This design comes from an exercise in tuning for small area, a short achievable clock period and few clock cycles on the open sky130 flow, not from production work. The RTL was checked by simulation tests, not by an equivalence proof against the original design. No activity file was given, so power comes from the tool's default toggle rates.

### flow/config.mk
export PLATFORM = sky130hd
export DESIGN_NAME = cpu
export DESIGN_NICKNAME = cpu
export VERILOG_FILES = /design/flow/design.v
export SDC_FILE = /design/flow/constraint.sdc
export NUM_CORES = 4
export LEC_CHECK = 0
export CAP_MARGIN = 20
export CORE_MARGIN = 2
export CORE_UTILIZATION = 55
export CTS_BUF_LIST = sky130_fd_sc_hd__clkbuf_16
export SLEW_MARGIN = 20
### flow/constraint.sdc
create_clock -name core_clock -period 10.0 [get_ports {clk}]
set_input_delay 2.0000 -clock core_clock [delete_from_list [all_inputs] [get_ports {clk}]]
set_output_delay 2.0000 -clock core_clock [all_outputs]
set_load 0.01 [all_outputs]
### flow/design.v
module cpu(clk, reset, in, out, mem_addr, mem_cmd, halt);
  input clk, reset;
  input [15:0] in;
  output [15:0] out;
  output [8:0] mem_addr;
  output [1:0] mem_cmd;
  output halt;
  reg [15:0] R0, R1, R2, R3, R4, R5, R6, R7;
  reg [12:0] ir;        
  reg        ir_v;      
  reg        rn;        
  reg        hs;        
  reg        mi, md;    
  reg        r_ld, r_eq, r_ne, r_lt, r_le;   
  reg [8:0]  mar;       
  reg        hz;        
  reg        infl;      
  reg [8:0]  pcf;       
  reg        go;        
  reg        ldwb;      
  reg [2:0]  ld_rd;
  reg        halted;
  reg        fz, flt;   
  reg c_mov, c_movi, c_bl, c_bx, c_ldr, c_str, c_hlt, c_add, c_cmp, c_and, c_mvn;
  reg c_wr;             
  reg [2:0] wa_r;
  reg j_al, j_eq, j_ne, j_lt, j_le;    
  reg [7:0] asel, bsel;                
  function [15:0] rsel(input [2:0] s, input [15:0] a0, a1, a2, a3, a4, a5, a6, a7);
    case (s)
      3'd0: rsel = a0; 3'd1: rsel = a1; 3'd2: rsel = a2; 3'd3: rsel = a3;
      3'd4: rsel = a4; 3'd5: rsel = a5; 3'd6: rsel = a6; default: rsel = a7;
    endcase
  endfunction
  function [15:0] hsel(input [7:0] s, input [15:0] a0, a1, a2, a3, a4, a5, a6, a7);
    hsel = ({16{s[0]}} & a0) | ({16{s[1]}} & a1) | ({16{s[2]}} & a2) | ({16{s[3]}} & a3) |
           ({16{s[4]}} & a4) | ({16{s[5]}} & a5) | ({16{s[6]}} & a6) | ({16{s[7]}} & a7);
  endfunction
  function [7:0] dec8(input [2:0] n);
    dec8 = 8'b1 << n;
  endfunction
  wire [8:0] pce = pcf - {8'b0, infl};
  wire run  = rn;                               
  wire hzst = hs;                               
  wire [3:0] mar_hi = mar[8:5];
  wire [3:0] mar_hp = mar_hi + 4'd1;
  wire [3:0] mar_hm = mar_hi - 4'd1;
  wire [8:0] mar_e = {mi ? mar_hp : md ? mar_hm : mar_hi, mar[4:0]};
  wire [15:0] ra = hsel(asel, R0, R1, R2, R3, R4, R5, R6, R7);
  wire [15:0] rb = hsel(bsel, R0, R1, R2, R3, R4, R5, R6, R7);
  reg [15:0] sb;
  always @* begin
    case (ir[4:3])
      2'b00: sb = rb;
      2'b01: sb = {rb[14:0], 1'b0};
      2'b10: sb = {1'b0, rb[15:1]};
      default: sb = {rb[15], rb[15:1]};
    endcase
  end
  wire        sub = c_cmp;
  wire [15:0] sum = ra + (sub ? ~sb : sb) + {15'b0, sub};
  reg  [15:0] other;    
  always @* begin
    if (ldwb) other = in;
    else if (c_movi) other = {{8{ir[7]}}, ir[7:0]};
    else if (c_bl) other = {8'b0, pce[7:0]};
    else if (c_mov) other = sb;
    else if (c_and) other = ra & sb;
    else other = ~sb;
  end
  wire [15:0] wd = (c_add & ~ldwb) ? sum : other;
  wire redirect = run & (j_al | (j_eq & fz) | (j_ne & ~fz) | (j_lt & flt) | (j_le & (flt | fz)));
  wire msel = r_ld | (r_eq & fz) | (r_ne & ~fz) | (r_lt & flt) | (r_le & (flt | fz));
  wire dmem  = run & (c_ldr | c_str);
  wire fetch = go & ~halted & ~dmem & ~(run & c_hlt);
  assign mem_addr = msel ? mar_e : pcf;
  assign mem_cmd  = {fetch | (run & c_ldr), run & c_str};
  assign out      = rb;
  assign halt     = halted | (run & c_hlt);
  wire sthit = run & c_str & infl & (mar_e == pce);
  wire        we = ldwb ? go : (run & c_wr);
  wire [2:0]  wa = ldwb ? ld_rd : wa_r;
  always @(posedge clk) begin
    if (we & (wa == 3'd0)) R0 <= wd;
    if (we & (wa == 3'd1)) R1 <= wd;
    if (we & (wa == 3'd2)) R2 <= wd;
    if (we & (wa == 3'd3)) R3 <= wd;
    if (we & (wa == 3'd4)) R4 <= wd;
    if (we & (wa == 3'd5)) R5 <= wd;
    if (we & (wa == 3'd6)) R6 <= wd;
    if (we & (wa == 3'd7)) R7 <= wd;
  end
  wire [2:0] iop  = in[15:13];
  wire       d_mov = iop == 3'b110;
  wire       d_alu = iop == 3'b101;
  wire       d_ldr = iop == 3'b011;
  wire       d_str = iop == 3'b100;
  wire       d_b   = iop == 3'b001;
  wire       d_bl  = (iop == 3'b010) & in[12];
  wire       d_bx  = (iop == 3'b010) & ~in[12];
  wire [15:0] d_rv = rsel(in[10:8], R0, R1, R2, R3, R4, R5, R6, R7);
  wire [5:0] d_lo  = {1'b0, d_rv[4:0]} + {1'b0, in[4:0]};
  wire       d_jmp = d_b | d_bl;
  wire       d_j   = d_b & (in[7:0] != 8'd0);
  wire       d_jal = (d_j & (in[10:8] == 3'b000)) | (d_bl & (in[7:0] != 8'd0)) | d_bx;
  wire       d_jeq = d_j & (in[10:8] == 3'b001);
  wire       d_jne = d_j & (in[10:8] == 3'b010);
  wire       d_jlt = d_j & (in[10:8] == 3'b011);
  wire       d_jle = d_j & (in[10:8] == 3'b100);
  wire [8:0] d_mar = d_jmp ? pcf + {in[7], in[7:0]} : {d_rv[8:5], d_lo[4:0]};
  wire       d_mi  = ~d_jmp & d_lo[5] & ~in[4];
  wire       d_md  = ~d_jmp & ~d_lo[5] & in[4];
  wire       d_hz  = ((d_ldr | d_str) & (rn | hs) & (c_wr | c_ldr) & (wa_r == in[10:8])) | d_bx;
  wire [2:0] d_rb  = (d_str | (iop == 3'b010)) ? in[7:5] : in[2:0];
  wire [8:0] e_mar = c_bx ? rb[8:0] : ra[8:0] + {{4{ir[4]}}, ir[4:0]};
  wire ir_ld = ~(ir_v & (ldwb | hzst));
  reg  ir_v_n, ldwb_n, halted_n;
  wire xv_n = go & ir_v_n & ~ldwb_n & ~halted_n;
  wire hz_n   = ir_ld ? d_hz : (hzst ? 1'b0 : hz);
  wire ldst_n = ir_ld ? (d_ldr | d_str) : (c_ldr | c_str);
  wire jal_n  = ir_ld ? d_jal : j_al;
  wire jeq_n  = ir_ld ? d_jeq : j_eq;
  wire jne_n  = ir_ld ? d_jne : j_ne;
  wire jlt_n  = ir_ld ? d_jlt : j_lt;
  wire jle_n  = ir_ld ? d_jle : j_le;
  always @* begin
    ir_v_n = ir_v; ldwb_n = 1'b0; halted_n = halted;
    if (go) begin
      if (ir_ld) ir_v_n = infl & ~redirect & ~sthit;
      ldwb_n = run & c_ldr;
      if (run & c_hlt) halted_n = 1'b1;
    end
  end
  always @(posedge clk) begin
    if (reset) begin
      go <= 1'b0; ir_v <= 1'b0; infl <= 1'b0; ldwb <= 1'b0; halted <= 1'b0;
      rn <= 1'b0; hs <= 1'b0; r_ld <= 1'b0; r_eq <= 1'b0; r_ne <= 1'b0; r_lt <= 1'b0; r_le <= 1'b0;
      pcf <= 9'd0;
    end else begin
      go <= 1'b1;
      ir_v <= ir_v_n; ldwb <= ldwb_n; halted <= halted_n;
      rn <= xv_n & ~hz_n;
      hs <= xv_n & hz_n;
      r_ld <= xv_n & ~hz_n & (ldst_n | jal_n);
      r_eq <= xv_n & ~hz_n & jeq_n;
      r_ne <= xv_n & ~hz_n & jne_n;
      r_lt <= xv_n & ~hz_n & jlt_n;
      r_le <= xv_n & ~hz_n & jle_n;
      if (go) begin
        infl <= fetch;
        if (fetch) pcf <= mem_addr + {8'b0, ~(xv_n & hz_n)};
        else if (sthit) pcf <= pce;
      end
    end
  end
  always @(posedge clk) begin
    if (ir_ld) begin
      ir    <= in[12:0];
      mar   <= d_mar;
      mi    <= d_mi;
      md    <= d_md;
      hz    <= d_hz;
      c_mov <= d_mov & ~in[12];
      c_movi <= d_mov & in[12];
      c_bl  <= d_bl;
      c_bx  <= d_bx;
      c_ldr <= d_ldr;
      c_str <= d_str;
      c_hlt <= iop == 3'b111;
      c_add <= d_alu & (in[12:11] == 2'b00);
      c_cmp <= d_alu & (in[12:11] == 2'b01);
      c_and <= d_alu & (in[12:11] == 2'b10);
      c_mvn <= d_alu & (in[12:11] == 2'b11);
      c_wr  <= d_mov | (d_alu & (in[12:11] != 2'b01)) | d_bl;
      wa_r  <= d_bl ? 3'd7 : (d_mov & in[12]) ? in[10:8] : in[7:5];
      j_al  <= d_jal;
      j_eq  <= d_jeq;
      j_ne  <= d_jne;
      j_lt  <= d_jlt;
      j_le  <= d_jle;
      asel  <= dec8(in[10:8]);
      bsel  <= dec8(d_rb);
    end else if (hzst) begin
      mar <= e_mar;
      mi  <= 1'b0;
      md  <= 1'b0;
      hz  <= 1'b0;
    end
    if (run & c_ldr) ld_rd <= wa_r;
    if (run & c_cmp) begin
      fz  <= (ra == sb);
      flt <= (ra[15] ^ sb[15]) ? ra[15] : sum[15];
    end
  end
endmodule
### flow/flow/run.sh
#!/bin/bash
set -euo pipefail
bash standard.sh SETUP_SLACK_MARGIN=5.7 "BUFFER_PORTS_ARGS=-buffer_cell sky130_fd_sc_hd__buf_4" "CTS_ARGS=-sink_clustering_enable -repair_clock_nets -buf_list sky130_fd_sc_hd__clkbuf_16 -dont_use_dummy_load -sink_clustering_size 25 -sink_clustering_max_diameter 100" finish > standard_flow.log 2>&1
### flow/standard.sh
#!/bin/bash
# synth_recipe.tcl (not shown) runs the flow's synth.tcl, then flattens the netlist and writes it again
# the make line also repeats each setting of config.mk as NAME=value (left out here)
make -C /OpenROAD-flow-scripts/flow DESIGN_CONFIG=/design/flow/config.mk WORK_HOME=/design/flow/orfs CLKGATE_MAP_FILE= SYNTH_SCRIPT=/design/flow/synth_recipe.tcl "${@:-finish}"
==> impl_results.md <==
- Switch share: 32.1%
- Syn_nets: 1317
- Die width: 157 microns
- Post-route DRC violation count: 0
- Final Skew: 41.1 ps
- Worst setup path class: reg2out
- GP Congestion: 0.993
- Yosys warns: 1
- Slew headroom: 23.4%
- Fraction of registers with async set/reset: 0%
- Reg power frac: 46.4%
- Syn avg cell area: 10.4 sq um
- Share of layout cells above drive strength 1: 17.9%
- Worst Setup End Kind: output port
- Peak Freq: 238 MHz
- Hold WC Path Type: reg2reg
- CTS tree: done
- Status: finished clean
- Max VDD drop: 0.206 mV
- # fillers: 1974
- Combinational power share: 31.3%
- Routed Antenna Nets: 0
- Switching power: 0.710 mW
- H-Tree Level Count: 1
- Internal Power: 1.50 mW
- Flop2flop setup slack: 5800 ps
- RSZ-0062 raised after global routing: true
- TritonCTS Buffers: 12
- Starting Density: 55.4%
- Initial antenna violation count: 0
- Final Slew Violations: 0
- Final WS setup: 5790 ps
- Clock-pin slew on the worst setup and hold paths: 110 ps
- Max cap viols: 0
- Detailed-route vias per instance: 6.78
- Pin count of the biggest net entering global routing: 48
- Core area: 23300 sq um
- Terminus of the critical flop-to-flop path: R4[11]
- Setup WS pre-CTS: 4750 ps
- Num rows: 56
- Buffer depth of the longest clock path: 3
- Final Hold Fails: 0
- Starting DRT DRC Count: 1568
- Crit path required time: 8000 ps
- Worst path arrival time: 2210 ps
- Synth unique cells: 79
- Post-Synthesis Cells: 1238
- Ports: 46
- Die area: 24700 sq um
- P per Cell Area: 150 nW/um^2
- DR pass1 iterations: 8
- Worst skew pair latency: 490 ps
- Min-Delay Path Depth: 2
- Post-synth top flop: edfxtp_1
- Power share of the clock group: 22.2%
- Die height: 157 microns
- Synth Cell Area: 12900 sq um
- Vias in the first global route: 10100
- Yosys reg bits: 209
- PortBufs: 45
- Worst R2R Start: bsel[4]
- Gr usage total: 34.4%
- Final setup violation count: 0
- Hold buffers post-CTS: 0
- Worst setup SP type: flop
- LEAKAGE: 5.51 nW
- Global-route wire length before repair: 62.9 mm
- Worst Hold End: j_al
- Root Driver: clkbuf_16
- Worst-Margin Slew: 1150 ps
- ANT cells: 0
- Final net count: 1394
- Setup TNS Final: 0 ps
- DPL Wire Length: 29.3 mm
- Min-Delay Startpoint: j_al
- Sequential area share after synthesis: 46.6%
- Number of synthesized flops with an enable pin: 182
- Tmin final: 4210 ps
- Post-DR wirelength/cell: 26.3 microns
- P&R area growth vs syn: 14.0%
- Sink Count: 209
- Fin crit share: 42.1%
- R2R cell count: 16
- Crit-path max FO: 6
- Via count: 11100
- Routed wire length: 42.9 mm
- Grt ovf: 0
-- layer usage --
metal  global-route usage (%)  vias to the layer above  part of all wire, %
met5                        0                        -                    0
met1                     50.4                     5422                   42
met4                     7.79                        0                  2.4
li1                         -                     4903                    -
met2                     52.9                      642                   44
met3                     7.16                      103                   11
-- worst max-delay path by stage --
stage | start | to | slack, ps
2_1_floorplan | in[10] | mar[4] | 5610
3_3_place_gp | bsel[5] | R4[15] | 4860
3_5_place_dp | bsel[4] | R4[12] | 4750
4_1_cts | bsel[3] | R1[10] | 5700
5_1_grt | bsel[4] | R7[10] | 5610
6_report | bsel[0] | out[4] | 5790
-- Yosys cell counts (16+ instances only) --
master    count  area [sq um]
a211oi_1     17           128
o211ai_1     16           120
nand4_1      31           194
dfxtp_1      27           541
clkbuf_1     74           278
xor2_1       40           350
a22oi_1     130           976
nand3_1      17          85.1
o21ai_0      58           290
a21oi_1      70           350
xnor2_1      41           359
nor2_1       84           315
nand2_1      79           297
ha_1         57           713
nor3_1       20           100
edfxtp_1    182          5470
inv_1        41           154
mux2i_1      29           290
-- critical path, cell delays in order (launching register included) --
cell and delay, ps:
edfxtp_1 520, buf_4 190, buf_4 140, buf_12 120
a22oi_1 170, nand4_1 100, buf_4 180, buf_4 150
buf_4 130
-- state kept, by name, indices dropped and copies added, names as in the netlist, 3 cells and up --
register and cells:
R0 16, R1 16, R2 16, R3 16
R4 16, R5 16, R6 16, R7 16
mar 9, pcf 9, asel 8, bsel 8
ir 8, ld_rd 3, wa_r 3
-- per-stage QoR --
| stage | instances | total power [mW] | utilization (%) | area [sq um] | hold WS [ps] |
|---|---|---|---|---|---|
| after floorplan | 1238 | 1.44 | - | 13000 | 447 |
| after global placement | 1535 | 1.62 | 57.8 | 13400 | 478 |
| after detailed placement | 1536 | 1.62 | 57.8 | 13500 | 491 |
| after CTS | 1603 | 2.15 | 61.5 | 14300 | 513 |
| after global routing | 1632 | 2.30 | 63.2 | 14700 | 540 |
| final | 1632 | 2.21 | 63.2 | 14700 | 515 |
-- kinds of logic (layout without fill, tap and decap cells) --
logic type / after synthesis / count (layout) / share of synthesized area, %
buffers and inverters: 128 / 203 / 3.98
adders and majority gates: 61 / 61 / 6.15
and+or+nand+nor: 322 / 322 / 13.0
muxes: 45 / 45 / 3.85
AOI/OAI and AO/OA: 391 / 391 / 20.7
xor gates and xnor gates: 82 / 82 / 5.69
DFF: 209 / 209 / 46.6
-- layout make-up --
class | instances | area, sq um | share of cell area, %
clock buffer | 12 | 300 | 2.04
inverter | 42 | 170 | 1.16
multi-input combinational | 901 | 6620 | 45.0
sequential | 209 | 6010 | 40.9
tap | 319 | 399 | 2.72
timing repair buffer | 149 | 1200 | 8.19
-- power by group through the flow --
| stage | Combinational (mW) | Clock, mW | Sequential [mW] |
|---|---|---|---|
| after floorplan | 0.407 | 0 | 1.03 |
| after global placement | 0.552 | 0 | 1.07 |
| after detailed placement | 0.556 | 0 | 1.07 |
| after CTS | 0.623 | 0.497 | 1.03 |
| after global routing | 0.741 | 0.525 | 1.03 |
| final | 0.692 | 0.491 | 1.03 |
-- placed cells by master (no fill, tap or decap), types with 29 or more instances in the layout --
cell type and count:
a22oi_1 128, edfxtp_1 182, nand2_1 78, o21ai_0 47
ha_1 53, nand4_1 31, a21oi_1 63, xnor2_1 40
buf_4 141, nor2_1 83, mux2i_1 29, inv_1 40
xor2_1 40
-- timing repair --
| action | 4_1_cts | 5_1_grt |
|---|---|---|
| buffers inserted | 55 | 29 |
| resized for setup | 20 | 45 |
| setup endpoints to repair | 94 | 82 |
| pin swaps | 10 | 18 |
Testbench counts, summed over its fixed seeds: cycles 34,686.

re-timing with driven ports:
The flow's constraints put no driver on any port. The routed layout listed below was extracted and timed again, unchanged, in two steps.
Step 1: set_driving_cell puts a clkbuf_16 on clk and a buf_2 on each other input, an assumption about the parent block.
Step 2 also shifts input and output timing later by t, the mid clock arrival at the registers, as if the neighbouring blocks saw the same clock.
Three values: no drivers, after step 1, after step 2; two values: the first two.
shift t [ns]: 0.518
setup slack, ns: 5.795 / 5.749 / 5.318
worst setup path at the end: input to register
After both steps setup and hold are still met in this run. For this run, drivers alone change the setup slack by -0.046 ns; drivers and shift together by -0.477 ns.
